Background: an optimization exercise with open tools, aiming at small area, a short achievable clock period and few clock cycles per item. Do not read the settings as production practice.
The RTL was checked by simulation tests, not by an equivalence proof against the original design.

==> flow/design.v, too long to show whole: its modules and the start of the top module <==
// module Calvalid: 841 lines
// module CalvalidR: 846 lines
// module FullAdd: 4 lines
// module HitTest: 35 lines
// module RippleSub: 34 lines
module HitTest(
    input clk,
    input rst,
    input start,
    input rsel,
    input [15:0] x,
    input [15:0] y,
    input [15:0] notex,
    input [15:0] notey,
    input signed [15:0] indx,
    input signed [15:0] indy,
    output valJR,
    output valE,
    output valr,
    output valR,
    output reg ready
);
  // ...
==> flow/run.sh <==
#!/bin/bash
# synth_recipe.tcl (not shown) runs the flow's synth.tcl, then flattens the netlist and writes it again
# the make line also repeats each setting of config.mk as NAME=value (left out here)
make -C /OpenROAD-flow-scripts/flow DESIGN_CONFIG=/design/flow/config.mk WORK_HOME=/design/flow/orfs CLKGATE_MAP_FILE= SYNTH_SCRIPT=/design/flow/synth_recipe.tcl finish
==> flow/config.mk <==
export PLATFORM = sky130hd
export DESIGN_NAME = HitTest
export DESIGN_NICKNAME = HitTest
export VERILOG_FILES = /design/flow/design.v
export SDC_FILE = /design/flow/constraint.sdc
export NUM_CORES = 4
export LEC_CHECK = 0
export CAP_MARGIN = 20
export CORE_MARGIN = 2
export CORE_UTILIZATION = 60
export SETUP_SLACK_MARGIN = 2.5
export SLEW_MARGIN = 20
export SYNTH_HIERARCHICAL = 1
export SYNTH_MINIMUM_KEEP_SIZE = 0
==> flow/constraint.sdc <==
create_clock -name core_clock -period 10.0 [get_ports {clk}]
set_input_delay 2.0000 -clock core_clock [delete_from_list [all_inputs] [get_ports {clk}]]
set_output_delay 2.0000 -clock core_clock [all_outputs]
set_load 0.01 [all_outputs]
==> out/metrics.yaml, run 1 <==
critical_path:
  cp_common_cell: "fa_1"
  cp_slowest_cell: "fa_1"
  cp_max_fo: 18
  crit_path_cell_trace: "nor2_1, fa_1, fa_1, fa_1, fa_2, fa_1, fa_1, ha_4, xnor2_4, nand4_1, nor3_1, nand3_1, nor3_4, o211ai_1, buf_4, nor4b_2, buf_2"
  worstPathRequired_ns: 8.00
finish:
  stdcell_count: 2251
  largest_class: "multi-input combinational cells"
  buffers: 160
  multi_input_gates: 1469
detailed_routing:
  remaining_drc_errors: 0
  num_vias: 13000
  drtPass1Iterations: 5
  routed_wl_um: 49200
  drt-initial-drc-count: 720
clock_network:
  htree_levels: 3
  cts_buffer_depth: 2
synthesis:
  synth_top_area_share_pct: 56.6
  ys_ff_latch: 70
  synth_top_family_by_area: "adder cells"
  muxShareOfSynthArea_pct: 0
  netlist_top_cells_area: "fa_1, nor2_1, ha_1"
  synthCells: 1812
  yosys.area.top_type: "fa_1"
global_routing:
  grt_use_met3_pct: 5.06
  grt_max_degree: 19
die:
  start_util_pct: 61.1
placement:
  hpwlAfterDp_um: 38000
sta:
  hold_ws_ns: 2.11
  fin_crit_sh_pct: 76.1
  max_freq_mhz: 131
outcome:
  status: "finished clean"
Testbench counts, summed over its fixed seeds: cycles 16,000, items 16,000.
==> module Calvalid, before the edit <==
module Calvalid(
    input [16:0] na, nb,
    input rsel,
    output inJR, inE, inR
);
wire [16:0] a = ~na;
wire [16:0] b = ~nb;
wire t1 = a[1] & ~a[0];
wire t2 = a[2] & ~a[1];
wire t3 = a[3] & ~a[2];
wire t4 = a[4] & ~a[3];
wire t5 = a[5] & ~a[4];
wire t6 = a[6] & ~a[5];
wire t7 = a[7] & ~a[6];
wire t8 = a[8] & ~a[7];
wire t9 = a[9] & ~a[8];
wire t10 = a[10] & ~a[9];
wire t11 = a[11] & ~a[10];
wire t12 = a[12] & ~a[11];
wire t13 = a[13] & ~a[12];
wire t14 = a[14] & ~a[13];
wire t15 = a[15] & ~a[14];
wire t16 = a[0] & a[1];
wire t17 = a[0] & a[2];
wire t18 = a[0] & a[3];
wire t19 = a[0] & a[4];
wire t20 = a[0] & a[5];
wire t21 = a[0] & a[6];
wire t22 = a[0] & a[7];
wire t23 = a[0] & a[8];
wire t24 = a[0] & a[9];
wire t25 = a[0] & a[10];
wire t26 = a[0] & a[11];
wire t27 = a[0] & a[12];
wire t28 = a[0] & a[13];
wire t29 = a[0] & a[14];
wire t30 = a[0] & a[15];
wire t31 = a[1] & a[2];
wire t32 = a[1] & a[3];
wire t33 = a[1] & a[4];
wire t34 = a[1] & a[5];
wire t35 = a[1] & a[6];
wire t36 = a[1] & a[7];
wire t37 = a[1] & a[8];
wire t38 = a[1] & a[9];
wire t39 = a[1] & a[10];
wire t40 = a[1] & a[11];
wire t41 = a[1] & a[12];
wire t42 = a[1] & a[13];
wire t43 = a[1] & a[14];
wire t44 = a[1] & a[15];
wire t45 = a[2] & a[3];
wire t46 = a[2] & a[4];
wire t47 = a[2] & a[5];
wire t48 = a[2] & a[6];
wire t49 = a[2] & a[7];
wire t50 = a[2] & a[8];
wire t51 = a[2] & a[9];
wire t52 = a[2] & a[10];
wire t53 = a[2] & a[11];
wire t54 = a[2] & a[12];
wire t55 = a[2] & a[13];
wire t56 = a[2] & a[14];
wire t57 = a[2] & a[15];
wire t58 = a[3] & a[4];
wire t59 = a[3] & a[5];
wire t60 = a[3] & a[6];
wire t61 = a[3] & a[7];
wire t62 = a[3] & a[8];
wire t63 = a[3] & a[9];
wire t64 = a[3] & a[10];
wire t65 = a[3] & a[11];
wire t66 = a[3] & a[12];
wire t67 = a[3] & a[13];
wire t68 = a[3] & a[14];
wire t69 = a[3] & a[15];
wire t70 = a[4] & a[5];
wire t71 = a[4] & a[6];
wire t72 = a[4] & a[7];
wire t73 = a[4] & a[8];
wire t74 = a[4] & a[9];
wire t75 = a[4] & a[10];
wire t76 = a[4] & a[11];
wire t77 = a[4] & a[12];
wire t78 = a[4] & a[13];
wire t79 = a[4] & a[14];
wire t80 = a[4] & a[15];
wire t81 = a[5] & a[6];
wire t82 = a[5] & a[7];
wire t83 = a[5] & a[8];
wire t84 = a[5] & a[9];
wire t85 = a[5] & a[10];
wire t86 = a[5] & a[11];
wire t87 = a[5] & a[12];
wire t88 = a[5] & a[13];
wire t89 = a[5] & a[14];
wire t90 = a[5] & a[15];
wire t91 = a[6] & a[7];
wire t92 = a[6] & a[8];
wire t93 = a[6] & a[9];
wire t94 = a[6] & a[10];
wire t95 = a[6] & a[11];
wire t96 = a[6] & a[12];
wire t97 = a[6] & a[13];
wire t98 = a[6] & a[14];
wire t99 = a[6] & a[15];
wire t100 = a[7] & a[8];
wire t101 = a[7] & a[9];
wire t102 = a[7] & a[10];
wire t103 = a[7] & a[11];
wire t104 = a[7] & a[12];
wire t105 = a[7] & a[13];
wire t106 = a[7] & a[14];
wire t107 = a[7] & a[15];
wire t108 = a[8] & a[9];
wire t109 = a[8] & a[10];
wire t110 = a[8] & a[11];
wire t111 = a[8] & a[12];
wire t112 = a[8] & a[13];
wire t113 = a[8] & a[14];
wire t114 = a[8] & a[15];
wire t115 = a[9] & a[10];
wire t116 = a[9] & a[11];
wire t117 = a[9] & a[12];
wire t118 = a[9] & a[13];
wire t119 = a[9] & a[14];
wire t120 = a[9] & a[15];
wire t121 = a[10] & a[11];
wire t122 = a[10] & a[12];
wire t123 = a[10] & a[13];
wire t124 = a[10] & a[14];
wire t125 = a[10] & a[15];
wire t126 = a[11] & a[12];
wire t127 = a[11] & a[13];
wire t128 = a[11] & a[14];
wire t129 = a[11] & a[15];
wire t130 = a[12] & a[13];
wire t131 = a[12] & a[14];
wire t132 = a[12] & a[15];
wire t133 = a[13] & a[14];
wire t134 = a[13] & a[15];
wire t135 = a[14] & a[15];
wire t136 = ~(a[16] & a[0]);
wire t137 = ~(a[16] & a[1]);
wire t138 = ~(a[16] & a[2]);
wire t139 = ~(a[16] & a[3]);
wire t140 = ~(a[16] & a[4]);
wire t141 = ~(a[16] & a[5]);
wire t142 = ~(a[16] & a[6]);
wire t143 = ~(a[16] & a[7]);
wire t144 = ~(a[16] & a[8]);
wire t145 = ~(a[16] & a[9]);
wire t146 = ~(a[16] & a[10]);
wire t147 = ~(a[16] & a[11]);
wire t148 = ~(a[16] & a[12]);
wire t149 = ~(a[16] & a[13]);
wire t150 = ~(a[16] & a[14]);
wire t151 = b[1] & ~b[0];
wire t152 = b[2] & ~b[1];
wire t153 = b[3] & ~b[2];
wire t154 = b[4] & ~b[3];
wire t155 = b[5] & ~b[4];
wire t156 = b[6] & ~b[5];
wire t157 = b[7] & ~b[6];
wire t158 = b[8] & ~b[7];
wire t159 = b[9] & ~b[8];
wire t160 = b[10] & ~b[9];
wire t161 = b[11] & ~b[10];
wire t162 = b[12] & ~b[11];
wire t163 = b[13] & ~b[12];
wire t164 = b[14] & ~b[13];
wire t165 = b[15] & ~b[14];
wire t166 = b[0] & b[1];
wire t167 = b[0] & b[2];
wire t168 = b[0] & b[3];
wire t169 = b[0] & b[4];
wire t170 = b[0] & b[5];
wire t171 = b[0] & b[6];
wire t172 = b[0] & b[7];
wire t173 = b[0] & b[8];
wire t174 = b[0] & b[9];
wire t175 = b[0] & b[10];
wire t176 = b[0] & b[11];
wire t177 = b[0] & b[12];
wire t178 = b[0] & b[13];
wire t179 = b[0] & b[14];
wire t180 = b[0] & b[15];
wire t181 = b[1] & b[2];
wire t182 = b[1] & b[3];
wire t183 = b[1] & b[4];
wire t184 = b[1] & b[5];
wire t185 = b[1] & b[6];
wire t186 = b[1] & b[7];
wire t187 = b[1] & b[8];
wire t188 = b[1] & b[9];
wire t189 = b[1] & b[10];
wire t190 = b[1] & b[11];
wire t191 = b[1] & b[12];
wire t192 = b[1] & b[13];
wire t193 = b[1] & b[14];
wire t194 = b[1] & b[15];
wire t195 = b[2] & b[3];
wire t196 = b[2] & b[4];
wire t197 = b[2] & b[5];
wire t198 = b[2] & b[6];
wire t199 = b[2] & b[7];
wire t200 = b[2] & b[8];
wire t201 = b[2] & b[9];
wire t202 = b[2] & b[10];
wire t203 = b[2] & b[11];
wire t204 = b[2] & b[12];
wire t205 = b[2] & b[13];
wire t206 = b[2] & b[14];
wire t207 = b[2] & b[15];
wire t208 = b[3] & b[4];
wire t209 = b[3] & b[5];
wire t210 = b[3] & b[6];
wire t211 = b[3] & b[7];
wire t212 = b[3] & b[8];
wire t213 = b[3] & b[9];
wire t214 = b[3] & b[10];
wire t215 = b[3] & b[11];
wire t216 = b[3] & b[12];
wire t217 = b[3] & b[13];
wire t218 = b[3] & b[14];
wire t219 = b[3] & b[15];
wire t220 = b[4] & b[5];
wire t221 = b[4] & b[6];
wire t222 = b[4] & b[7];
wire t223 = b[4] & b[8];
wire t224 = b[4] & b[9];
wire t225 = b[4] & b[10];
wire t226 = b[4] & b[11];
wire t227 = b[4] & b[12];
wire t228 = b[4] & b[13];
wire t229 = b[4] & b[14];
wire t230 = b[4] & b[15];
wire t231 = b[5] & b[6];
wire t232 = b[5] & b[7];
wire t233 = b[5] & b[8];
wire t234 = b[5] & b[9];
wire t235 = b[5] & b[10];
wire t236 = b[5] & b[11];
wire t237 = b[5] & b[12];
wire t238 = b[5] & b[13];
wire t239 = b[5] & b[14];
wire t240 = b[5] & b[15];
wire t241 = b[6] & b[7];
wire t242 = b[6] & b[8];
wire t243 = b[6] & b[9];
wire t244 = b[6] & b[10];
wire t245 = b[6] & b[11];
wire t246 = b[6] & b[12];
wire t247 = b[6] & b[13];
wire t248 = b[6] & b[14];
wire t249 = b[6] & b[15];
wire t250 = b[7] & b[8];
wire t251 = b[7] & b[9];
wire t252 = b[7] & b[10];
wire t253 = b[7] & b[11];
wire t254 = b[7] & b[12];
wire t255 = b[7] & b[13];
wire t256 = b[7] & b[14];
wire t257 = b[7] & b[15];
wire t258 = b[8] & b[9];
wire t259 = b[8] & b[10];
wire t260 = b[8] & b[11];
wire t261 = b[8] & b[12];
wire t262 = b[8] & b[13];
wire t263 = b[8] & b[14];
wire t264 = b[8] & b[15];
wire t265 = b[9] & b[10];
wire t266 = b[9] & b[11];
wire t267 = b[9] & b[12];
wire t268 = b[9] & b[13];
wire t269 = b[9] & b[14];
wire t270 = b[9] & b[15];
wire t271 = b[10] & b[11];
wire t272 = b[10] & b[12];
wire t273 = b[10] & b[13];
wire t274 = b[10] & b[14];
wire t275 = b[10] & b[15];
wire t276 = b[11] & b[12];
wire t277 = b[11] & b[13];
wire t278 = b[11] & b[14];
wire t279 = b[11] & b[15];
wire t280 = b[12] & b[13];
wire t281 = b[12] & b[14];
wire t282 = b[12] & b[15];
wire t283 = b[13] & b[14];
wire t284 = b[13] & b[15];
wire t285 = b[14] & b[15];
wire t286 = ~(b[16] & b[0]);
wire t287 = ~(b[16] & b[1]);
wire t288 = ~(b[16] & b[2]);
wire t289 = ~(b[16] & b[3]);
wire t290 = ~(b[16] & b[4]);
wire t291 = ~(b[16] & b[5]);
wire t292 = ~(b[16] & b[6]);
wire t293 = ~(b[16] & b[7]);
wire t294 = ~(b[16] & b[8]);
wire t295 = ~(b[16] & b[9]);
wire t296 = ~(b[16] & b[10]);
wire t297 = ~(b[16] & b[11]);
wire t298 = ~(b[16] & b[12]);
wire t299 = ~(b[16] & b[13]);
wire t300 = ~(b[16] & b[14]);
wire s301 = t27 ^ t40;
wire c301 = t27 & t40;
wire s302, c302;
FullAdd fa302(.a(t7), .b(t28), .c(t41), .s(s302), .co(c302));
wire s303, c303;
FullAdd fa303(.a(t29), .b(t42), .c(t54), .s(s303), .co(c303));
wire s304, c304;
FullAdd fa304(.a(t65), .b(t75), .c(t84), .s(s304), .co(c304));
wire s305, c305;
FullAdd fa305(.a(t8), .b(t30), .c(t43), .s(s305), .co(c305));
wire s306, c306;
FullAdd fa306(.a(t55), .b(t66), .c(t76), .s(s306), .co(c306));
wire s307 = t85 ^ t93;
wire c307 = t85 & t93;
wire s308, c308;
FullAdd fa308(.a(t44), .b(t56), .c(t67), .s(s308), .co(c308));
wire s309, c309;
FullAdd fa309(.a(t77), .b(t86), .c(t94), .s(s309), .co(c309));
wire s310, c310;
FullAdd fa310(.a(t100), .b(t101), .c(t136), .s(s310), .co(c310));
wire s311, c311;
FullAdd fa311(.a(t194), .b(t206), .c(t217), .s(s311), .co(c311));
wire s312, c312;
FullAdd fa312(.a(t9), .b(t57), .c(t68), .s(s312), .co(c312));
wire s313, c313;
FullAdd fa313(.a(t78), .b(t87), .c(t95), .s(s313), .co(c313));
wire s314, c314;
FullAdd fa314(.a(t102), .b(t137), .c(t159), .s(s314), .co(c314));
wire s315 = t207 ^ t218;
wire c315 = t207 & t218;
wire s316, c316;
FullAdd fa316(.a(t69), .b(t79), .c(t88), .s(s316), .co(c316));
wire s317, c317;
FullAdd fa317(.a(t96), .b(t103), .c(t108), .s(s317), .co(c317));
wire s318, c318;
FullAdd fa318(.a(t109), .b(t138), .c(t219), .s(s318), .co(c318));
wire s319 = t229 ^ t238;
wire c319 = t229 & t238;
wire s320, c320;
FullAdd fa320(.a(t10), .b(t80), .c(t89), .s(s320), .co(c320));
wire s321, c321;
FullAdd fa321(.a(t97), .b(t104), .c(t110), .s(s321), .co(c321));
wire s322 = t139 ^ t160;
wire c322 = t139 & t160;
wire s323, c323;
FullAdd fa323(.a(t90), .b(t98), .c(t105), .s(s323), .co(c323));
wire s324, c324;
FullAdd fa324(.a(t111), .b(t115), .c(t116), .s(s324), .co(c324));
wire s325 = t11 ^ t99;
wire c325 = t11 & t99;
wire s326 = t23 ^ t36;
wire c326 = t23 & t36;
wire s327, c327;
FullAdd fa327(.a(t5), .b(t24), .c(t37), .s(s327), .co(c327));
wire s328, c328;
FullAdd fa328(.a(t25), .b(t38), .c(t50), .s(s328), .co(c328));
wire s329, c329;
FullAdd fa329(.a(t61), .b(t70), .c(t71), .s(s329), .co(c329));
wire s330, c330;
FullAdd fa330(.a(t6), .b(t26), .c(t39), .s(s330), .co(c330));
wire s331, c331;
FullAdd fa331(.a(t51), .b(t62), .c(t72), .s(s331), .co(c331));
wire s332 = t156 ^ t176;
wire c332 = t156 & t176;
wire s333, c333;
FullAdd fa333(.a(t52), .b(t63), .c(t73), .s(s333), .co(c333));
wire s334, c334;
FullAdd fa334(.a(t81), .b(t82), .c(t177), .s(s334), .co(c334));
wire s335, c335;
FullAdd fa335(.a(t190), .b(t202), .c(t213), .s(s335), .co(c335));
wire s336 = t223 ^ t231;
wire c336 = t223 & t231;
wire s337, c337;
FullAdd fa337(.a(t53), .b(t64), .c(t74), .s(s337), .co(c337));
wire s338, c338;
FullAdd fa338(.a(t83), .b(t157), .c(t178), .s(s338), .co(c338));
wire s339, c339;
FullAdd fa339(.a(t191), .b(t203), .c(t214), .s(s339), .co(c339));
wire s340, c340;
FullAdd fa340(.a(t224), .b(t233), .c(c301), .s(s340), .co(c340));
wire s341, c341;
FullAdd fa341(.a(t91), .b(t92), .c(t179), .s(s341), .co(c341));
wire s342, c342;
FullAdd fa342(.a(t192), .b(t204), .c(t215), .s(s342), .co(c342));
wire s343, c343;
FullAdd fa343(.a(t225), .b(t234), .c(t241), .s(s343), .co(c343));
wire s344, c344;
FullAdd fa344(.a(t242), .b(c302), .c(s303), .s(s344), .co(c344));
wire s345, c345;
FullAdd fa345(.a(t158), .b(t180), .c(t193), .s(s345), .co(c345));
wire s346, c346;
FullAdd fa346(.a(t205), .b(t216), .c(t226), .s(s346), .co(c346));
wire s347, c347;
FullAdd fa347(.a(t235), .b(t243), .c(s307), .s(s347), .co(c347));
wire s348, c348;
FullAdd fa348(.a(c303), .b(c304), .c(s305), .s(s348), .co(c348));
wire s349, c349;
FullAdd fa349(.a(t227), .b(t236), .c(t244), .s(s349), .co(c349));
wire s350, c350;
FullAdd fa350(.a(t250), .b(t251), .c(t286), .s(s350), .co(c350));
wire s351, c351;
FullAdd fa351(.a(c307), .b(c305), .c(c306), .s(s351), .co(c351));
wire s352, c352;
FullAdd fa352(.a(s308), .b(s309), .c(s310), .s(s352), .co(c352));
wire s353, c353;
FullAdd fa353(.a(t228), .b(t237), .c(t245), .s(s353), .co(c353));
wire s354, c354;
FullAdd fa354(.a(t252), .b(t287), .c(s315), .s(s354), .co(c354));
wire s355, c355;
FullAdd fa355(.a(c308), .b(c309), .c(c310), .s(s355), .co(c355));
wire s356, c356;
FullAdd fa356(.a(c311), .b(s312), .c(s313), .s(s356), .co(c356));
wire s357, c357;
FullAdd fa357(.a(t246), .b(t253), .c(t258), .s(s357), .co(c357));
wire s358, c358;
FullAdd fa358(.a(t259), .b(t288), .c(c315), .s(s358), .co(c358));
wire s359, c359;
FullAdd fa359(.a(s319), .b(c312), .c(c313), .s(s359), .co(c359));
wire s360, c360;
FullAdd fa360(.a(c314), .b(s316), .c(s317), .s(s360), .co(c360));
wire s361, c361;
FullAdd fa361(.a(t230), .b(t239), .c(t247), .s(s361), .co(c361));
wire s362, c362;
FullAdd fa362(.a(t254), .b(t260), .c(t289), .s(s362), .co(c362));
wire s363, c363;
FullAdd fa363(.a(c319), .b(s322), .c(c316), .s(s363), .co(c363));
wire s364, c364;
FullAdd fa364(.a(c317), .b(c318), .c(s320), .s(s364), .co(c364));
wire s365, c365;
FullAdd fa365(.a(t140), .b(t240), .c(t248), .s(s365), .co(c365));
wire s366, c366;
FullAdd fa366(.a(t255), .b(t261), .c(t265), .s(s366), .co(c366));
wire s367, c367;
FullAdd fa367(.a(t266), .b(t290), .c(c322), .s(s367), .co(c367));
wire s368, c368;
FullAdd fa368(.a(c320), .b(c321), .c(s323), .s(s368), .co(c368));
wire s369, c369;
FullAdd fa369(.a(t106), .b(t112), .c(t117), .s(s369), .co(c369));
wire s370, c370;
FullAdd fa370(.a(t141), .b(t161), .c(t249), .s(s370), .co(c370));
wire s371, c371;
FullAdd fa371(.a(t256), .b(t262), .c(t267), .s(s371), .co(c371));
wire s372, c372;
FullAdd fa372(.a(t291), .b(s325), .c(c323), .s(s372), .co(c372));
wire s373, c373;
FullAdd fa373(.a(t107), .b(t113), .c(t118), .s(s373), .co(c373));
wire s374, c374;
FullAdd fa374(.a(t121), .b(t122), .c(t142), .s(s374), .co(c374));
wire s375, c375;
FullAdd fa375(.a(t257), .b(t263), .c(t268), .s(s375), .co(c375));
wire s376, c376;
FullAdd fa376(.a(t271), .b(t272), .c(t292), .s(s376), .co(c376));
wire s377, c377;
FullAdd fa377(.a(t12), .b(t114), .c(t119), .s(s377), .co(c377));
wire s378, c378;
FullAdd fa378(.a(t123), .b(t143), .c(t162), .s(s378), .co(c378));
wire s379 = t264 ^ t269;
wire c379 = t264 & t269;
wire s380, c380;
FullAdd fa380(.a(t120), .b(t124), .c(t126), .s(s380), .co(c380));
wire s381, c381;
FullAdd fa381(.a(t127), .b(t144), .c(t270), .s(s381), .co(c381));
wire s382 = t13 ^ t125;
wire c382 = t13 & t125;
wire s383, c383;
FullAdd fa383(.a(t21), .b(t34), .c(t45), .s(s383), .co(c383));
wire s384, c384;
FullAdd fa384(.a(t4), .b(t22), .c(t35), .s(s384), .co(c384));
wire s385 = t47 ^ t154;
wire c385 = t47 & t154;
wire s386, c386;
FullAdd fa386(.a(t48), .b(t58), .c(t59), .s(s386), .co(c386));
wire s387, c387;
FullAdd fa387(.a(t173), .b(t186), .c(t198), .s(s387), .co(c387));
wire s388 = t208 ^ t209;
wire c388 = t208 & t209;
wire s389, c389;
FullAdd fa389(.a(t49), .b(t60), .c(t155), .s(s389), .co(c389));
wire s390, c390;
FullAdd fa390(.a(t174), .b(t187), .c(t199), .s(s390), .co(c390));
wire s391, c391;
FullAdd fa391(.a(t210), .b(c326), .c(s327), .s(s391), .co(c391));
wire s392, c392;
FullAdd fa392(.a(t175), .b(t188), .c(t200), .s(s392), .co(c392));
wire s393, c393;
FullAdd fa393(.a(t211), .b(t220), .c(t221), .s(s393), .co(c393));
wire s394, c394;
FullAdd fa394(.a(c327), .b(s328), .c(s329), .s(s394), .co(c394));
wire s395, c395;
FullAdd fa395(.a(t189), .b(t201), .c(t212), .s(s395), .co(c395));
wire s396, c396;
FullAdd fa396(.a(t222), .b(s332), .c(c328), .s(s396), .co(c396));
wire s397, c397;
FullAdd fa397(.a(c329), .b(s330), .c(s331), .s(s397), .co(c397));
wire s398, c398;
FullAdd fa398(.a(t232), .b(c332), .c(s336), .s(s398), .co(c398));
wire s399, c399;
FullAdd fa399(.a(s301), .b(c330), .c(c331), .s(s399), .co(c399));
wire s400, c400;
FullAdd fa400(.a(s333), .b(s334), .c(s335), .s(s400), .co(c400));
wire s401, c401;
FullAdd fa401(.a(c336), .b(c333), .c(c334), .s(s401), .co(c401));
wire s402, c402;
FullAdd fa402(.a(c335), .b(s337), .c(s338), .s(s402), .co(c402));
wire s403, c403;
FullAdd fa403(.a(s339), .b(s302), .c(s340), .s(s403), .co(c403));
wire s404, c404;
FullAdd fa404(.a(c337), .b(c338), .c(c339), .s(s404), .co(c404));
wire s405, c405;
FullAdd fa405(.a(s341), .b(s342), .c(s343), .s(s405), .co(c405));
wire s406, c406;
FullAdd fa406(.a(s304), .b(c340), .c(s344), .s(s406), .co(c406));
wire s407, c407;
FullAdd fa407(.a(c341), .b(c342), .c(c343), .s(s407), .co(c407));
wire s408, c408;
FullAdd fa408(.a(s345), .b(s346), .c(s306), .s(s408), .co(c408));
wire s409, c409;
FullAdd fa409(.a(s347), .b(c344), .c(s348), .s(s409), .co(c409));
wire s410, c410;
FullAdd fa410(.a(c345), .b(c346), .c(s349), .s(s410), .co(c410));
wire s411, c411;
FullAdd fa411(.a(s350), .b(s311), .c(c347), .s(s411), .co(c411));
wire s412, c412;
FullAdd fa412(.a(s351), .b(c348), .c(s352), .s(s412), .co(c412));
wire s413, c413;
FullAdd fa413(.a(c349), .b(c350), .c(s353), .s(s413), .co(c413));
wire s414, c414;
FullAdd fa414(.a(s314), .b(s354), .c(c351), .s(s414), .co(c414));
wire s415, c415;
FullAdd fa415(.a(s355), .b(c352), .c(s356), .s(s415), .co(c415));
wire s416, c416;
FullAdd fa416(.a(c353), .b(s357), .c(s318), .s(s416), .co(c416));
wire s417, c417;
FullAdd fa417(.a(c354), .b(s358), .c(c355), .s(s417), .co(c417));
wire s418, c418;
FullAdd fa418(.a(s359), .b(c356), .c(s360), .s(s418), .co(c418));
wire s419, c419;
FullAdd fa419(.a(c357), .b(s361), .c(s362), .s(s419), .co(c419));
wire s420, c420;
FullAdd fa420(.a(s321), .b(c358), .c(c359), .s(s420), .co(c420));
wire s421, c421;
FullAdd fa421(.a(s363), .b(c360), .c(s364), .s(s421), .co(c421));
wire s422, c422;
FullAdd fa422(.a(c361), .b(c362), .c(s365), .s(s422), .co(c422));
wire s423, c423;
FullAdd fa423(.a(s366), .b(s324), .c(s367), .s(s423), .co(c423));
wire s424, c424;
FullAdd fa424(.a(c363), .b(c364), .c(s368), .s(s424), .co(c424));
wire s425, c425;
FullAdd fa425(.a(c324), .b(c365), .c(c366), .s(s425), .co(c425));
wire s426, c426;
FullAdd fa426(.a(s369), .b(s370), .c(s371), .s(s426), .co(c426));
wire s427, c427;
FullAdd fa427(.a(c367), .b(s372), .c(c368), .s(s427), .co(c427));
wire s428, c428;
FullAdd fa428(.a(c325), .b(c369), .c(c370), .s(s428), .co(c428));
wire s429, c429;
FullAdd fa429(.a(c371), .b(s373), .c(s374), .s(s429), .co(c429));
wire s430, c430;
FullAdd fa430(.a(s375), .b(s376), .c(c372), .s(s430), .co(c430));
wire s431, c431;
FullAdd fa431(.a(t273), .b(t293), .c(s379), .s(s431), .co(c431));
wire s432, c432;
FullAdd fa432(.a(c373), .b(c374), .c(c375), .s(s432), .co(c432));
wire s433, c433;
FullAdd fa433(.a(c376), .b(s377), .c(s378), .s(s433), .co(c433));
wire s434, c434;
FullAdd fa434(.a(t274), .b(t276), .c(t277), .s(s434), .co(c434));
wire s435, c435;
FullAdd fa435(.a(t294), .b(c379), .c(c377), .s(s435), .co(c435));
wire s436, c436;
FullAdd fa436(.a(c378), .b(s380), .c(s381), .s(s436), .co(c436));
wire s437, c437;
FullAdd fa437(.a(t128), .b(t145), .c(t163), .s(s437), .co(c437));
wire s438, c438;
FullAdd fa438(.a(t275), .b(t278), .c(t295), .s(s438), .co(c438));
wire s439, c439;
FullAdd fa439(.a(s382), .b(c380), .c(c381), .s(s439), .co(c439));
wire s440, c440;
FullAdd fa440(.a(t129), .b(t130), .c(t131), .s(s440), .co(c440));
wire s441, c441;
FullAdd fa441(.a(t146), .b(t279), .c(t280), .s(s441), .co(c441));
wire s442, c442;
FullAdd fa442(.a(t281), .b(t296), .c(c382), .s(s442), .co(c442));
wire s443, c443;
FullAdd fa443(.a(t14), .b(t132), .c(t147), .s(s443), .co(c443));
wire s444 = t164 ^ t282;
wire c444 = t164 & t282;
wire s445, c445;
FullAdd fa445(.a(t133), .b(t134), .c(t148), .s(s445), .co(c445));
wire s446, c446;
FullAdd fa446(.a(t19), .b(t31), .c(t32), .s(s446), .co(c446));
wire s447, c447;
FullAdd fa447(.a(t3), .b(t20), .c(t33), .s(s447), .co(c447));
wire s448 = t153 ^ t170;
wire c448 = t153 & t170;
wire s449, c449;
FullAdd fa449(.a(t46), .b(t171), .c(t184), .s(s449), .co(c449));
wire s450, c450;
FullAdd fa450(.a(t195), .b(t196), .c(s383), .s(s450), .co(c450));
wire s451, c451;
FullAdd fa451(.a(t172), .b(t185), .c(t197), .s(s451), .co(c451));
wire s452, c452;
FullAdd fa452(.a(s385), .b(c383), .c(s384), .s(s452), .co(c452));
wire s453, c453;
FullAdd fa453(.a(c385), .b(s388), .c(s326), .s(s453), .co(c453));
wire s454, c454;
FullAdd fa454(.a(c384), .b(s386), .c(s387), .s(s454), .co(c454));
wire s455, c455;
FullAdd fa455(.a(c388), .b(c386), .c(c387), .s(s455), .co(c455));
wire s456, c456;
FullAdd fa456(.a(s389), .b(s390), .c(s391), .s(s456), .co(c456));
wire s457, c457;
FullAdd fa457(.a(c389), .b(c390), .c(s392), .s(s457), .co(c457));
wire s458, c458;
FullAdd fa458(.a(s393), .b(c391), .c(s394), .s(s458), .co(c458));
wire s459, c459;
FullAdd fa459(.a(c392), .b(c393), .c(s395), .s(s459), .co(c459));
wire s460, c460;
FullAdd fa460(.a(s396), .b(c394), .c(s397), .s(s460), .co(c460));
wire s461, c461;
FullAdd fa461(.a(c395), .b(s398), .c(c396), .s(s461), .co(c461));
wire s462, c462;
FullAdd fa462(.a(s399), .b(c397), .c(s400), .s(s462), .co(c462));
wire s463, c463;
FullAdd fa463(.a(c398), .b(c399), .c(s401), .s(s463), .co(c463));
wire s464, c464;
FullAdd fa464(.a(c400), .b(s402), .c(s403), .s(s464), .co(c464));
wire s465, c465;
FullAdd fa465(.a(c401), .b(s404), .c(c402), .s(s465), .co(c465));
wire s466, c466;
FullAdd fa466(.a(s405), .b(c403), .c(s406), .s(s466), .co(c466));
wire s467, c467;
FullAdd fa467(.a(c404), .b(s407), .c(c405), .s(s467), .co(c467));
wire s468, c468;
FullAdd fa468(.a(s408), .b(c406), .c(s409), .s(s468), .co(c468));
wire s469, c469;
FullAdd fa469(.a(c407), .b(c408), .c(s410), .s(s469), .co(c469));
wire s470, c470;
FullAdd fa470(.a(s411), .b(c409), .c(s412), .s(s470), .co(c470));
wire s471, c471;
FullAdd fa471(.a(c410), .b(s413), .c(c411), .s(s471), .co(c471));
wire s472, c472;
FullAdd fa472(.a(s414), .b(c412), .c(s415), .s(s472), .co(c472));
wire s473, c473;
FullAdd fa473(.a(c413), .b(s416), .c(c414), .s(s473), .co(c473));
wire s474, c474;
FullAdd fa474(.a(s417), .b(c415), .c(s418), .s(s474), .co(c474));
wire s475, c475;
FullAdd fa475(.a(c416), .b(s419), .c(c417), .s(s475), .co(c475));
wire s476, c476;
FullAdd fa476(.a(s420), .b(c418), .c(s421), .s(s476), .co(c476));
wire s477, c477;
FullAdd fa477(.a(c419), .b(s422), .c(s423), .s(s477), .co(c477));
wire s478, c478;
FullAdd fa478(.a(c420), .b(c421), .c(s424), .s(s478), .co(c478));
wire s479, c479;
FullAdd fa479(.a(s425), .b(c422), .c(s426), .s(s479), .co(c479));
wire s480, c480;
FullAdd fa480(.a(c423), .b(s427), .c(c424), .s(s480), .co(c480));
wire s481, c481;
FullAdd fa481(.a(c425), .b(s428), .c(c426), .s(s481), .co(c481));
wire s482, c482;
FullAdd fa482(.a(s429), .b(c427), .c(s430), .s(s482), .co(c482));
wire s483, c483;
FullAdd fa483(.a(s431), .b(c428), .c(s432), .s(s483), .co(c483));
wire s484, c484;
FullAdd fa484(.a(c429), .b(s433), .c(c430), .s(s484), .co(c484));
wire s485, c485;
FullAdd fa485(.a(s434), .b(c431), .c(c432), .s(s485), .co(c485));
wire s486, c486;
FullAdd fa486(.a(s435), .b(c433), .c(s436), .s(s486), .co(c486));
wire s487, c487;
FullAdd fa487(.a(c434), .b(s437), .c(s438), .s(s487), .co(c487));
wire s488, c488;
FullAdd fa488(.a(c435), .b(s439), .c(c436), .s(s488), .co(c488));
wire s489, c489;
FullAdd fa489(.a(c437), .b(c438), .c(s440), .s(s489), .co(c489));
wire s490, c490;
FullAdd fa490(.a(s441), .b(s442), .c(c439), .s(s490), .co(c490));
wire s491, c491;
FullAdd fa491(.a(t297), .b(s444), .c(c440), .s(s491), .co(c491));
wire s492, c492;
FullAdd fa492(.a(c441), .b(s443), .c(c442), .s(s492), .co(c492));
wire s493, c493;
FullAdd fa493(.a(t283), .b(t284), .c(t298), .s(s493), .co(c493));
wire s494, c494;
FullAdd fa494(.a(c444), .b(c443), .c(s445), .s(s494), .co(c494));
wire s495, c495;
FullAdd fa495(.a(t15), .b(t149), .c(t165), .s(s495), .co(c495));
wire s496 = t299 ^ c445;
wire c496 = t299 & c445;
wire s497 = t135 ^ t150 ^ t285;
wire s498 = t16 ^ t17;
wire c498 = t16 & t17;
wire s499, c499;
FullAdd fa499(.a(t2), .b(t18), .c(t152), .s(s499), .co(c499));
wire s500, c500;
FullAdd fa500(.a(t169), .b(t181), .c(t182), .s(s500), .co(c500));
wire s501, c501;
FullAdd fa501(.a(t183), .b(s448), .c(c446), .s(s501), .co(c501));
wire s502, c502;
FullAdd fa502(.a(c448), .b(c447), .c(s449), .s(s502), .co(c502));
wire s503, c503;
FullAdd fa503(.a(c449), .b(s451), .c(c450), .s(s503), .co(c503));
wire s504, c504;
FullAdd fa504(.a(c451), .b(s453), .c(c452), .s(s504), .co(c504));
wire s505, c505;
FullAdd fa505(.a(c453), .b(s455), .c(c454), .s(s505), .co(c505));
wire s506, c506;
FullAdd fa506(.a(c455), .b(s457), .c(c456), .s(s506), .co(c506));
wire s507, c507;
FullAdd fa507(.a(c457), .b(s459), .c(c458), .s(s507), .co(c507));
wire s508, c508;
FullAdd fa508(.a(c459), .b(s461), .c(c460), .s(s508), .co(c508));
wire s509, c509;
FullAdd fa509(.a(c461), .b(s463), .c(c462), .s(s509), .co(c509));
wire s510, c510;
FullAdd fa510(.a(c463), .b(s465), .c(c464), .s(s510), .co(c510));
wire s511, c511;
FullAdd fa511(.a(c465), .b(s467), .c(c466), .s(s511), .co(c511));
wire s512, c512;
FullAdd fa512(.a(c467), .b(s469), .c(c468), .s(s512), .co(c512));
wire s513, c513;
FullAdd fa513(.a(c469), .b(s471), .c(c470), .s(s513), .co(c513));
wire s514, c514;
FullAdd fa514(.a(c471), .b(s473), .c(c472), .s(s514), .co(c514));
wire s515, c515;
FullAdd fa515(.a(c473), .b(s475), .c(c474), .s(s515), .co(c515));
wire s516, c516;
FullAdd fa516(.a(s477), .b(c475), .c(c476), .s(s516), .co(c516));
wire s517, c517;
FullAdd fa517(.a(s479), .b(c477), .c(c478), .s(s517), .co(c517));
wire s518, c518;
FullAdd fa518(.a(s481), .b(c479), .c(s482), .s(s518), .co(c518));
wire s519, c519;
FullAdd fa519(.a(c481), .b(s483), .c(s484), .s(s519), .co(c519));
wire s520, c520;
FullAdd fa520(.a(c483), .b(s485), .c(s486), .s(s520), .co(c520));
wire s521, c521;
FullAdd fa521(.a(s487), .b(c485), .c(s488), .s(s521), .co(c521));
wire s522, c522;
FullAdd fa522(.a(c487), .b(s489), .c(c488), .s(s522), .co(c522));
wire s523, c523;
FullAdd fa523(.a(s491), .b(c489), .c(s492), .s(s523), .co(c523));
wire s524, c524;
FullAdd fa524(.a(s493), .b(c491), .c(s494), .s(s524), .co(c524));
wire s525, c525;
FullAdd fa525(.a(c493), .b(s495), .c(s496), .s(s525), .co(c525));
wire s526 = t300 ^ c495 ^ s497;
wire s527 = t166 ^ t167;
wire c527 = t166 & t167;
wire s528, c528;
FullAdd fa528(.a(t168), .b(c498), .c(s499), .s(s528), .co(c528));
wire s529, c529;
FullAdd fa529(.a(c499), .b(s500), .c(s446), .s(s529), .co(c529));
wire s530, c530;
FullAdd fa530(.a(c500), .b(s447), .c(s501), .s(s530), .co(c530));
wire s531, c531;
FullAdd fa531(.a(c501), .b(s502), .c(s450), .s(s531), .co(c531));
wire s532, c532;
FullAdd fa532(.a(c502), .b(s452), .c(s503), .s(s532), .co(c532));
wire s533, c533;
FullAdd fa533(.a(s454), .b(c503), .c(s504), .s(s533), .co(c533));
wire s534, c534;
FullAdd fa534(.a(c504), .b(s505), .c(s456), .s(s534), .co(c534));
wire s535, c535;
FullAdd fa535(.a(c505), .b(s458), .c(s506), .s(s535), .co(c535));
wire s536, c536;
FullAdd fa536(.a(s460), .b(c506), .c(s507), .s(s536), .co(c536));
wire s537, c537;
FullAdd fa537(.a(s462), .b(c507), .c(s508), .s(s537), .co(c537));
wire s538, c538;
FullAdd fa538(.a(s464), .b(c508), .c(s509), .s(s538), .co(c538));
wire s539, c539;
FullAdd fa539(.a(c509), .b(s466), .c(s510), .s(s539), .co(c539));
wire s540, c540;
FullAdd fa540(.a(s468), .b(c510), .c(s511), .s(s540), .co(c540));
wire s541, c541;
FullAdd fa541(.a(s470), .b(c511), .c(s512), .s(s541), .co(c541));
wire s542, c542;
FullAdd fa542(.a(s472), .b(c512), .c(s513), .s(s542), .co(c542));
wire s543, c543;
FullAdd fa543(.a(s474), .b(c513), .c(s514), .s(s543), .co(c543));
wire s544, c544;
FullAdd fa544(.a(s476), .b(c514), .c(s515), .s(s544), .co(c544));
wire s545, c545;
FullAdd fa545(.a(s478), .b(c515), .c(s516), .s(s545), .co(c545));
wire s546, c546;
FullAdd fa546(.a(s480), .b(c516), .c(s517), .s(s546), .co(c546));
wire s547, c547;
FullAdd fa547(.a(c480), .b(c517), .c(s518), .s(s547), .co(c547));
wire s548, c548;
FullAdd fa548(.a(c482), .b(s519), .c(c518), .s(s548), .co(c548));
wire s549, c549;
FullAdd fa549(.a(c484), .b(s520), .c(c519), .s(s549), .co(c549));
wire s550, c550;
FullAdd fa550(.a(c486), .b(s521), .c(c520), .s(s550), .co(c550));
wire s551, c551;
FullAdd fa551(.a(s490), .b(s522), .c(c521), .s(s551), .co(c551));
wire s552, c552;
FullAdd fa552(.a(c490), .b(s523), .c(c522), .s(s552), .co(c552));
wire s553, c553;
FullAdd fa553(.a(c492), .b(s524), .c(c523), .s(s553), .co(c553));
wire s554, c554;
FullAdd fa554(.a(c494), .b(s525), .c(c524), .s(s554), .co(c554));
wire s555 = c496 ^ s526 ^ c525;
wire [12:0] lx = {s536, s535, s534, s533, s532, s531, s530, s529, s528, s527, t1, 1'b0, a[0]};
wire [12:0] ly = {c535, c534, c533, c532, c531, c530, c529, c528, c527, s498, t151, 1'b0, b[0]};
wire [13:0] lsum = lx + ly;
wire hi_ok = ((s537 ^ c536) == lsum[13]) &
    ((s538 ^ c537) == (s537 | c536)) &
    ((s539 ^ c538) == (s538 | c537)) &
    ((s540 ^ c539) == (s539 | c538)) &
    ((s541 ^ c540) == (s540 | c539)) &
    ((s542 ^ c541 ^ 1'b1) == (s541 | c540)) &
    ((s543 ^ c542 ^ 1'b1) == (s542 & c541)) &
    ((s544 ^ c543 ^ 1'b1) == (s543 & c542)) &
    ((s545 ^ c544 ^ 1'b1) == (s544 & c543)) &
    ((s546 ^ c545 ^ 1'b1) == (s545 & c544)) &
    ((s547 ^ c546 ^ 1'b1) == (s546 & c545)) &
    ((s548 ^ c547 ^ 1'b1) == (s547 & c546)) &
    ((s549 ^ c548 ^ 1'b1) == (s548 & c547)) &
    ((s550 ^ c549 ^ 1'b1) == (s549 & c548)) &
    ((s551 ^ c550 ^ 1'b1) == (s550 & c549)) &
    ((s552 ^ c551 ^ 1'b1) == (s551 & c550)) &
    ((s553 ^ c552 ^ 1'b1) == (s552 & c551)) &
    ((s554 ^ c553 ^ 1'b1) == (s553 & c552)) &
    ((s555 ^ c554 ^ 1'b1) == (s554 & c553));
wire [12:0] l = lsum[12:0];
assign inJR = hi_ok & (l <= 13'd5625);
assign inE = hi_ok & (l <= 13'd1024);
assign inR = hi_ok & (l <= (rsel ? 13'd26 : 13'd37));
endmodule
==> inputs of run 2 (changes only) <==
--- a/flow/design.v
+++ b/flow/design.v
@@ -809,40 +809,83 @@
 FullAdd fa552(.a(c490), .b(s523), .c(c522), .s(s552), .co(c552));
 wire s553, c553;
 FullAdd fa553(.a(c492), .b(s524), .c(c523), .s(s553), .co(c553));
 wire s554, c554;
 FullAdd fa554(.a(c494), .b(s525), .c(c524), .s(s554), .co(c554));
 wire s555 = c496 ^ s526 ^ c525;
 wire [12:0] lx = {s536, s535, s534, s533, s532, s531, s530, s529, s528, s527, t1, 1'b0, a[0]};
 wire [12:0] ly = {c535, c534, c533, c532, c531, c530, c529, c528, c527, s498, t151, 1'b0, b[0]};
-wire [13:0] lsum = lx + ly;
-wire hi_ok = ((s537 ^ c536) == lsum[13]) &
-    ((s538 ^ c537) == (s537 | c536)) &
-    ((s539 ^ c538) == (s538 | c537)) &
-    ((s540 ^ c539) == (s539 | c538)) &
-    ((s541 ^ c540) == (s540 | c539)) &
-    ((s542 ^ c541 ^ 1'b1) == (s541 | c540)) &
-    ((s543 ^ c542 ^ 1'b1) == (s542 & c541)) &
-    ((s544 ^ c543 ^ 1'b1) == (s543 & c542)) &
-    ((s545 ^ c544 ^ 1'b1) == (s544 & c543)) &
-    ((s546 ^ c545 ^ 1'b1) == (s545 & c544)) &
-    ((s547 ^ c546 ^ 1'b1) == (s546 & c545)) &
-    ((s548 ^ c547 ^ 1'b1) == (s547 & c546)) &
-    ((s549 ^ c548 ^ 1'b1) == (s548 & c547)) &
-    ((s550 ^ c549 ^ 1'b1) == (s549 & c548)) &
-    ((s551 ^ c550 ^ 1'b1) == (s550 & c549)) &
-    ((s552 ^ c551 ^ 1'b1) == (s551 & c550)) &
-    ((s553 ^ c552 ^ 1'b1) == (s552 & c551)) &
-    ((s554 ^ c553 ^ 1'b1) == (s553 & c552)) &
-    ((s555 ^ c554 ^ 1'b1) == (s554 & c553));
-wire [12:0] l = lsum[12:0];
-assign inJR = hi_ok & (l <= 13'd5625);
-assign inE = hi_ok & (l <= 13'd1024);
-assign inR = hi_ok & (l <= (rsel ? 13'd26 : 13'd37));
+wire cl;
+wire h556;
+LowBit #(.ZI(0)) hb556(.x(s537), .y(c536), .c(cl), .ok(h556));
+wire h557;
+HiBit #(.ZI(0), .ZP(0)) hb557(.x(s538), .y(c537), .xp(s537), .yp(c536), .ok(h557));
+wire h558;
+HiBit #(.ZI(0), .ZP(0)) hb558(.x(s539), .y(c538), .xp(s538), .yp(c537), .ok(h558));
+wire h559;
+HiBit #(.ZI(0), .ZP(0)) hb559(.x(s540), .y(c539), .xp(s539), .yp(c538), .ok(h559));
+wire h560;
+HiBit #(.ZI(0), .ZP(0)) hb560(.x(s541), .y(c540), .xp(s540), .yp(c539), .ok(h560));
+wire h561;
+HiBit #(.ZI(1), .ZP(0)) hb561(.x(s542), .y(c541), .xp(s541), .yp(c540), .ok(h561));
+wire h562;
+HiBit #(.ZI(1), .ZP(1)) hb562(.x(s543), .y(c542), .xp(s542), .yp(c541), .ok(h562));
+wire h563;
+HiBit #(.ZI(1), .ZP(1)) hb563(.x(s544), .y(c543), .xp(s543), .yp(c542), .ok(h563));
+wire h564;
+HiBit #(.ZI(1), .ZP(1)) hb564(.x(s545), .y(c544), .xp(s544), .yp(c543), .ok(h564));
+wire h565;
+HiBit #(.ZI(1), .ZP(1)) hb565(.x(s546), .y(c545), .xp(s545), .yp(c544), .ok(h565));
+wire h566;
+HiBit #(.ZI(1), .ZP(1)) hb566(.x(s547), .y(c546), .xp(s546), .yp(c545), .ok(h566));
+wire h567;
+HiBit #(.ZI(1), .ZP(1)) hb567(.x(s548), .y(c547), .xp(s547), .yp(c546), .ok(h567));
+wire h568;
+HiBit #(.ZI(1), .ZP(1)) hb568(.x(s549), .y(c548), .xp(s548), .yp(c547), .ok(h568));
+wire h569;
+HiBit #(.ZI(1), .ZP(1)) hb569(.x(s550), .y(c549), .xp(s549), .yp(c548), .ok(h569));
+wire h570;
+HiBit #(.ZI(1), .ZP(1)) hb570(.x(s551), .y(c550), .xp(s550), .yp(c549), .ok(h570));
+wire h571;
+HiBit #(.ZI(1), .ZP(1)) hb571(.x(s552), .y(c551), .xp(s551), .yp(c550), .ok(h571));
+wire h572;
+HiBit #(.ZI(1), .ZP(1)) hb572(.x(s553), .y(c552), .xp(s552), .yp(c551), .ok(h572));
+wire h573;
+HiBit #(.ZI(1), .ZP(1)) hb573(.x(s554), .y(c553), .xp(s553), .yp(c552), .ok(h573));
+wire h574;
+HiBit #(.ZI(1), .ZP(1)) hb574(.x(s555), .y(c554), .xp(s554), .yp(c553), .ok(h574));
+wire q575;
+Nand3 g575(.a(h556), .b(h557), .c(h558), .y(q575));
+wire q576;
+Nand3 g576(.a(h559), .b(h560), .c(h561), .y(q576));
+wire q577;
+Nand3 g577(.a(h562), .b(h563), .c(h564), .y(q577));
+wire q578;
+Nand3 g578(.a(h565), .b(h566), .c(h567), .y(q578));
+wire q579;
+Nand3 g579(.a(h568), .b(h569), .c(h570), .y(q579));
+wire q580;
+Nand2 g580(.a(h571), .b(h572), .y(q580));
+wire q581;
+Nand2 g581(.a(h573), .b(h574), .y(q581));
+wire q582;
+Nor3 g582(.a(q575), .b(q576), .c(q577), .y(q582));
+wire q583;
+Nor2 g583(.a(q578), .b(q579), .y(q583));
+wire q584;
+Nor2 g584(.a(q580), .b(q581), .y(q584));
+wire q585;
+Nand3 g585(.a(q582), .b(q583), .c(q584), .y(q585));
+wire hi_ok = ~q585;
+wire lJR, lE, lR;
+LowN low(.lx(lx), .ly(ly), .rsel(rsel), .c(cl), .inJR(lJR), .inE(lE), .inR(lR));
+assign inJR = hi_ok & lJR;
+assign inE = hi_ok & lE;
+assign inR = hi_ok & lR;
 endmodule
 module CalvalidR(
     input [16:0] na, nb,
     input rsel,
     output inR
 );
 wire [16:0] a = ~na;
 wire [16:0] b = ~nb;
@@ -1650,45 +1693,132 @@
 FullAdd fa552(.a(c490), .b(s523), .c(c522), .s(s552), .co(c552));
 wire s553, c553;
 FullAdd fa553(.a(c492), .b(s524), .c(c523), .s(s553), .co(c553));
 wire s554, c554;
 FullAdd fa554(.a(c494), .b(s525), .c(c524), .s(s554), .co(c554));
 wire s555 = c496 ^ s526 ^ c525;
 wire [5:0] lx = {s529, s528, s527, t1, 1'b0, a[0]};
 wire [5:0] ly = {c528, c527, s498, t151, 1'b0, b[0]};
-wire [6:0] lsum = lx + ly;
-wire hi_ok = ((s530 ^ c529) == lsum[6]) &
-    ((s531 ^ c530) == (s530 | c529)) &
-    ((s532 ^ c531) == (s531 | c530)) &
-    ((s533 ^ c532) == (s532 | c531)) &
-    ((s534 ^ c533) == (s533 | c532)) &
-    ((s535 ^ c534) == (s534 | c533)) &
-    ((s536 ^ c535) == (s535 | c534)) &
-    ((s537 ^ c536) == (s536 | c535)) &
-    ((s538 ^ c537) == (s537 | c536)) &
-    ((s539 ^ c538) == (s538 | c537)) &
-    ((s540 ^ c539) == (s539 | c538)) &
-    ((s541 ^ c540) == (s540 | c539)) &
-    ((s542 ^ c541 ^ 1'b1) == (s541 | c540)) &
-    ((s543 ^ c542 ^ 1'b1) == (s542 & c541)) &
-    ((s544 ^ c543 ^ 1'b1) == (s543 & c542)) &
-    ((s545 ^ c544 ^ 1'b1) == (s544 & c543)) &
-    ((s546 ^ c545 ^ 1'b1) == (s545 & c544)) &
-    ((s547 ^ c546 ^ 1'b1) == (s546 & c545)) &
-    ((s548 ^ c547 ^ 1'b1) == (s547 & c546)) &
-    ((s549 ^ c548 ^ 1'b1) == (s548 & c547)) &
-    ((s550 ^ c549 ^ 1'b1) == (s549 & c548)) &
-    ((s551 ^ c550 ^ 1'b1) == (s550 & c549)) &
-    ((s552 ^ c551 ^ 1'b1) == (s551 & c550)) &
-    ((s553 ^ c552 ^ 1'b1) == (s552 & c551)) &
-    ((s554 ^ c553 ^ 1'b1) == (s553 & c552)) &
-    ((s555 ^ c554 ^ 1'b1) == (s554 & c553));
-wire [5:0] l = lsum[5:0];
-assign inR = hi_ok & (l <= (rsel ? 6'd26 : 6'd37));
+wire cl;
+wire h556;
+LowBit #(.ZI(0)) hb556(.x(s530), .y(c529), .c(cl), .ok(h556));
+wire h557;
+HiBit #(.ZI(0), .ZP(0)) hb557(.x(s531), .y(c530), .xp(s530), .yp(c529), .ok(h557));
+wire h558;
+HiBit #(.ZI(0), .ZP(0)) hb558(.x(s532), .y(c531), .xp(s531), .yp(c530), .ok(h558));
+wire h559;
+HiBit #(.ZI(0), .ZP(0)) hb559(.x(s533), .y(c532), .xp(s532), .yp(c531), .ok(h559));
+wire h560;
+HiBit #(.ZI(0), .ZP(0)) hb560(.x(s534), .y(c533), .xp(s533), .yp(c532), .ok(h560));
+wire h561;
+HiBit #(.ZI(0), .ZP(0)) hb561(.x(s535), .y(c534), .xp(s534), .yp(c533), .ok(h561));
+wire h562;
+HiBit #(.ZI(0), .ZP(0)) hb562(.x(s536), .y(c535), .xp(s535), .yp(c534), .ok(h562));
+wire h563;
+HiBit #(.ZI(0), .ZP(0)) hb563(.x(s537), .y(c536), .xp(s536), .yp(c535), .ok(h563));
+wire h564;
+HiBit #(.ZI(0), .ZP(0)) hb564(.x(s538), .y(c537), .xp(s537), .yp(c536), .ok(h564));
+wire h565;
+HiBit #(.ZI(0), .ZP(0)) hb565(.x(s539), .y(c538), .xp(s538), .yp(c537), .ok(h565));
+wire h566;
+HiBit #(.ZI(0), .ZP(0)) hb566(.x(s540), .y(c539), .xp(s539), .yp(c538), .ok(h566));
+wire h567;
+HiBit #(.ZI(0), .ZP(0)) hb567(.x(s541), .y(c540), .xp(s540), .yp(c539), .ok(h567));
+wire h568;
+HiBit #(.ZI(1), .ZP(0)) hb568(.x(s542), .y(c541), .xp(s541), .yp(c540), .ok(h568));
+wire h569;
+HiBit #(.ZI(1), .ZP(1)) hb569(.x(s543), .y(c542), .xp(s542), .yp(c541), .ok(h569));
+wire h570;
+HiBit #(.ZI(1), .ZP(1)) hb570(.x(s544), .y(c543), .xp(s543), .yp(c542), .ok(h570));
+wire h571;
+HiBit #(.ZI(1), .ZP(1)) hb571(.x(s545), .y(c544), .xp(s544), .yp(c543), .ok(h571));
+wire h572;
+HiBit #(.ZI(1), .ZP(1)) hb572(.x(s546), .y(c545), .xp(s545), .yp(c544), .ok(h572));
+wire h573;
+HiBit #(.ZI(1), .ZP(1)) hb573(.x(s547), .y(c546), .xp(s546), .yp(c545), .ok(h573));
+wire h574;
+HiBit #(.ZI(1), .ZP(1)) hb574(.x(s548), .y(c547), .xp(s547), .yp(c546), .ok(h574));
+wire h575;
+HiBit #(.ZI(1), .ZP(1)) hb575(.x(s549), .y(c548), .xp(s548), .yp(c547), .ok(h575));
+wire h576;
+HiBit #(.ZI(1), .ZP(1)) hb576(.x(s550), .y(c549), .xp(s549), .yp(c548), .ok(h576));
+wire h577;
+HiBit #(.ZI(1), .ZP(1)) hb577(.x(s551), .y(c550), .xp(s550), .yp(c549), .ok(h577));
+wire h578;
+HiBit #(.ZI(1), .ZP(1)) hb578(.x(s552), .y(c551), .xp(s551), .yp(c550), .ok(h578));
+wire h579;
+HiBit #(.ZI(1), .ZP(1)) hb579(.x(s553), .y(c552), .xp(s552), .yp(c551), .ok(h579));
+wire h580;
+HiBit #(.ZI(1), .ZP(1)) hb580(.x(s554), .y(c553), .xp(s553), .yp(c552), .ok(h580));
+wire h581;
+HiBit #(.ZI(1), .ZP(1)) hb581(.x(s555), .y(c554), .xp(s554), .yp(c553), .ok(h581));
+wire q582;
+Nand3 g582(.a(h556), .b(h557), .c(h558), .y(q582));
+wire q583;
+Nand3 g583(.a(h559), .b(h560), .c(h561), .y(q583));
+wire q584;
+Nand3 g584(.a(h562), .b(h563), .c(h564), .y(q584));
+wire q585;
+Nand3 g585(.a(h565), .b(h566), .c(h567), .y(q585));
+wire q586;
+Nand3 g586(.a(h568), .b(h569), .c(h570), .y(q586));
+wire q587;
+Nand3 g587(.a(h571), .b(h572), .c(h573), .y(q587));
+wire q588;
+Nand3 g588(.a(h574), .b(h575), .c(h576), .y(q588));
+wire q589;
+Nand3 g589(.a(h577), .b(h578), .c(h579), .y(q589));
+wire q590;
+Nand2 g590(.a(h580), .b(h581), .y(q590));
+wire q591;
+Nor3 g591(.a(q582), .b(q583), .c(q584), .y(q591));
+wire q592;
+Nor3 g592(.a(q585), .b(q586), .c(q587), .y(q592));
+wire q593;
+Nor3 g593(.a(q588), .b(q589), .c(q590), .y(q593));
+wire q594;
+Nand3 g594(.a(q591), .b(q592), .c(q593), .y(q594));
+wire hi_ok = ~q594;
+wire lR;
+LowR low(.lx(lx), .ly(ly), .rsel(rsel), .c(cl), .inR(lR));
+assign inR = hi_ok & lR;
+endmodule
+module LowN(input [12:0] lx, ly, input rsel, output c, inJR, inE, inR);
+wire [12:0] l;
+assign {c, l} = lx + ly;
+assign inJR = l <= 13'd5625;
+assign inE = l <= 13'd1024;
+assign inR = l <= (rsel ? 13'd26 : 13'd37);
+endmodule
+module LowR(input [5:0] lx, ly, input rsel, output c, inR);
+wire [5:0] l;
+assign {c, l} = lx + ly;
+assign inR = l <= (rsel ? 6'd26 : 6'd37);
+endmodule
+module HiBit #(parameter ZI = 0, ZP = 0) (input x, y, xp, yp, output ok);
+wire p = ZI ? ~(x ^ y) : (x ^ y);
+wire g = ZP ? (xp & yp) : (xp | yp);
+assign ok = p == g;
+endmodule
+module LowBit #(parameter ZI = 0) (input x, y, c, output ok);
+wire p = ZI ? ~(x ^ y) : (x ^ y);
+assign ok = p == c;
+endmodule
+module Nand2(input a, b, output y);
+assign y = ~(a & b);
+endmodule
+module Nand3(input a, b, c, output y);
+assign y = ~(a & b & c);
+endmodule
+module Nor2(input a, b, output y);
+assign y = ~(a | b);
+endmodule
+module Nor3(input a, b, c, output y);
+assign y = ~(a | b | c);
 endmodule
 module FullAdd(input a, b, c, output s, co);
 assign s = a ^ b ^ c;
 assign co = (a & b) | (c & (a ^ b));
 endmodule
 module HitTest(
     input clk,
     input rst,
==> flow/flow/run.sh (new file) <==
#!/bin/bash
# The standard layout, with the ports buffered by the smallest buffer
# (sky130_fd_sc_hd__buf_1) rather than the cell buffer_ports picks by itself;
# timing repair still resizes any port buffer on a critical path.
set -euo pipefail
bash standard.sh BUFFER_PORTS_ARGS="-buffer_cell sky130_fd_sc_hd__buf_1" finish > standard.log 2>&1
==> flow/standard.sh (new file) <==
#!/bin/bash
# synth_recipe.tcl (not shown) runs the flow's synth.tcl, then flattens the netlist and writes it again
# the make line also repeats each setting of config.mk as NAME=value (left out here)
make -C /OpenROAD-flow-scripts/flow DESIGN_CONFIG=/design/flow/config.mk WORK_HOME=/design/flow/orfs CLKGATE_MAP_FILE= SYNTH_SCRIPT=/design/flow/synth_recipe.tcl "${@:-finish}"
removed: flow/run.sh
==> out/metrics.yaml, run 2 <==
finish:
  area_growth_pct: 4.60
  mostFrequentLayoutCells: "fa_1, nor2_1, buf_1"
  drive_above_1_share_pct: 8.62
  layout_commonest_cell: "fa_1"
  design_area_um2: 19800
  fin_nets: 2562
synthesis:
  yosysMostFrequentCell: "fa_1"
  synthCells: 1848  # +2.0%
  synth_top_area_share_pct: 56.2  # -0.41 points
  netlist_top_cells_area: "fa_1, nor2_1, dfxtp_1"
  yosys.area.top_type: "fa_1"
  synth_cell_types: 59
  synth_edf_count: 0
  avgSynthCellArea_um2: 10.2
  yosys-top-cells-count: "fa_1, nor2_1, clkbuf_1"
  synthArstFlopShare_pct: 0
  ys_ff_latch: 70  # unchanged
  ys_seq_area_share_pct: 7.42
  synth_area_um2: 18900
  synthFlopType: "dfxtp_1"
  yosys_warnings: 7
sta:
  max_freq_mhz: 138  # +5.0%
  finalMaxSlewViolations: 0
  fin_crit_sh_pct: 72.5  # -3.6 points
  period_minus_slack_ns: 7.25
  tns_ns: 0
  timing.final.ws_setup_ns: 2.75
  hold_ws_ns: 1.76  # -0.342 ns
  slew_headroom_pct: 41.4
  finalHoldViolCount: 0
  rsz0062_at_grt: "false"
  worst_pin_slew_ns: 0.877
  setup_viol: 0
global_routing:
  grt.total_usage_pct: 30.3
  antenna_found_initial: 3
  grt_overflow: 0
  first_global_vias: 14500
  grt_pass1_wl_um: 76300
  grt_max_degree: 19  # unchanged
die:
  io_pins: 105
  die_x_um: 181
  std_cell_rows: 64
  fp.dieH_um: 181
  core_um2: 30800
  die_area_um2: 32900
  start_util_pct: 61.3  # +0.17 points
clock_network:
  path_clk_slew_ns: 0.06
  cts_buffer_depth: 2  # unchanged
  cts_tree: "yes"
  cts-root-buf: "clkbuf_16"
  cts_sinks: 70
  ctsHoldBuffers: 0
  cts_buffers: 9
  htree_levels: 3  # unchanged
critical_path:
  cp.arrival_ns: 5.25
  cp-end-kind: "output port"
  worstPathRequired_ns: 8.00  # about the same
  cp_max_fo: 18  # unchanged
  crit_type: "flop to output port"
  critPathLaunchType: "flop"
detailed_routing:
  num_vias: 13000  # +0.069%
  drtPass1Iterations: 5  # unchanged
  routed_wl_um: 45500  # -7.4%
  remaining_drc_errors: 0  # unchanged
  routedWlPerCell_um: 20.2
  via_per_inst: 5.76
  drt.antenna.violating_nets: 0
  drt-initial-drc-count: 734  # +1.9%
hold_path:
  hp-class: "input port to flop"
placement:
  portBuffers: 104
  hpwlAfterDp_um: 36200  # -4.9%
  place_area_um2: 19400
  pre_cts_ws_ns: 2.66
  gp_congestion: 0.854
job:
  cap_violations: 0
outcome:
  status: "finished clean"
-- run 2: changes by cell type in the layout (fill, tap and decap cells not counted), moves of 19 or more --
cell	change
buf_1	+104
buf_4	-35
clkdlybuf4s50_1	-100
dfxtp_1	+23
dfxtp_4	-40
ha_1	-36
inv_1	-38
nand2_1	+27
nor2_1	+30
xnor2_1	+19
xor2_1	+22
-- run 2: Yosys stat by module, one instance, submodules excluded, a selection --
module     area (um2)  copies in the design  flops+latches
FullAdd          20.0                   528              0
LowR              380                     1              0
Nand2            3.75                     3              0
RippleSub         225                     4              0
Nor3             10.0                     4              0
CalvalidR        1820                     1              0
Calvalid         1840                     1              0
Nand3            5.00                    15              0
LowN              871                     1              0
Nor2             3.75                     2              0
HitTest          1420                     1             70
-- run 2: layout make-up --
type | instances | area, um2
Clock buffer | 9 | 225
Multi-Input combinational cell | 1550 | 16600
Tap cell | 396 | 495
Inverter | 101 | 379
Sequential cell | 70 | 1480
Timing Repair Buffer | 121 | 522
Fill cell | 2532 | 11100
Clock inverter | 6 | 40.0
Antenna cell | 2 | 5.00
-- run 2: layer usage --
metal | part of all wire [%] | vias to the layer above | track usage, %
met5 | 0.029 | - | 0
met4 | 3.3 | 2 | 9.79
met3 | 7.7 | 104 | 6.64
met2 | 50 | 473 | 50.7
met1 | 39 | 6807 | 39.7
li1 | - | 5599 | -
-- run 2: cells by family after synthesis --
logic type | after synthesis | share of synthesized area, %
buf+inv | 234 | 4.80
other cells | 2 | 0.0398
fa+ha+maj | 617 | 61.8
xor+xnor | 113 | 5.57
simple gates | 738 | 17.1
flops | 70 | 7.42
compound gates | 74 | 3.17
-- run 2: worst paths after layout --
kind / startpoint / end / cells past startpoint
worst max-delay path: nay[5] / valJR / 18
worst min-delay path: rsel / rs / 1
-- run 2: timing repair --
action,in CTS,in global routing
resized for setup,9,43
setup endpoints to repair,3,4
setup buffers,0,3
hold endpoints to repair,0,0
-- run 2: critical path: stages, from the launching register on --
cell       delay (ns)
dfxtp_1          0.30
buf_4            0.29
nor2_1           0.10
fa_1             0.50
fa_1             0.44
fa_1             0.47
ha_1             0.43
a21oi_4          0.30
nand2_2          0.12
a2111oi_4        0.37
o31ai_1          0.17
a21o_1           0.20
a21o_1           0.18
xnor3_1          0.19
nand3_1          0.11
nor3_2           0.16
nand3_1          0.21
nor2b_1          0.18
buf_1            0.17
-- run 2: metrics by stage --
step,cells,util [%]
2_1_floorplan,1854,-
3_3_place_gp,2235,62.8
3_5_place_dp,2235,62.8
4_1_cts,2250,63.7
5_1_grt,2255,64.1
6_report,2255,64.1
Testbench counts of run 2, summed over its fixed seeds: cycles 16,000, items 16,000.

-- port drivers added, routing unchanged --
How much do the figures lean on ideal ports? The routed layouts below were timed once more, with nothing changed but the port constraints. Step 1, drivers: a clkbuf_16 drives clk and a buf_2 each remaining input, both assumed. Step 2 moves the port delays by t, midway between the first and last clock arrival at a register: inputs arrive t later, outputs are due t later. That takes back most of the time a late clock gives input paths. Slacks: no drivers / after step 1 / after step 2; pairs: no drivers / after step 1.
| run | t, ns | setup slack, ns | worst setup path after step 2 | slew at the worst register clock pin (ns) | worst slew at a driven data input, ns |
|---|---|---|---|---|---|
| run 1 | 0.381 | 2.392 / 2.349 / 2.408 | input to register | 0.06 / 0.06 | 0.08 |
| run 2 | 0.384 | 2.755 / 2.709 / 2.769 | input to register | 0.06 / 0.06 | 0.10 |
After both steps setup and hold are still met in every run listed.
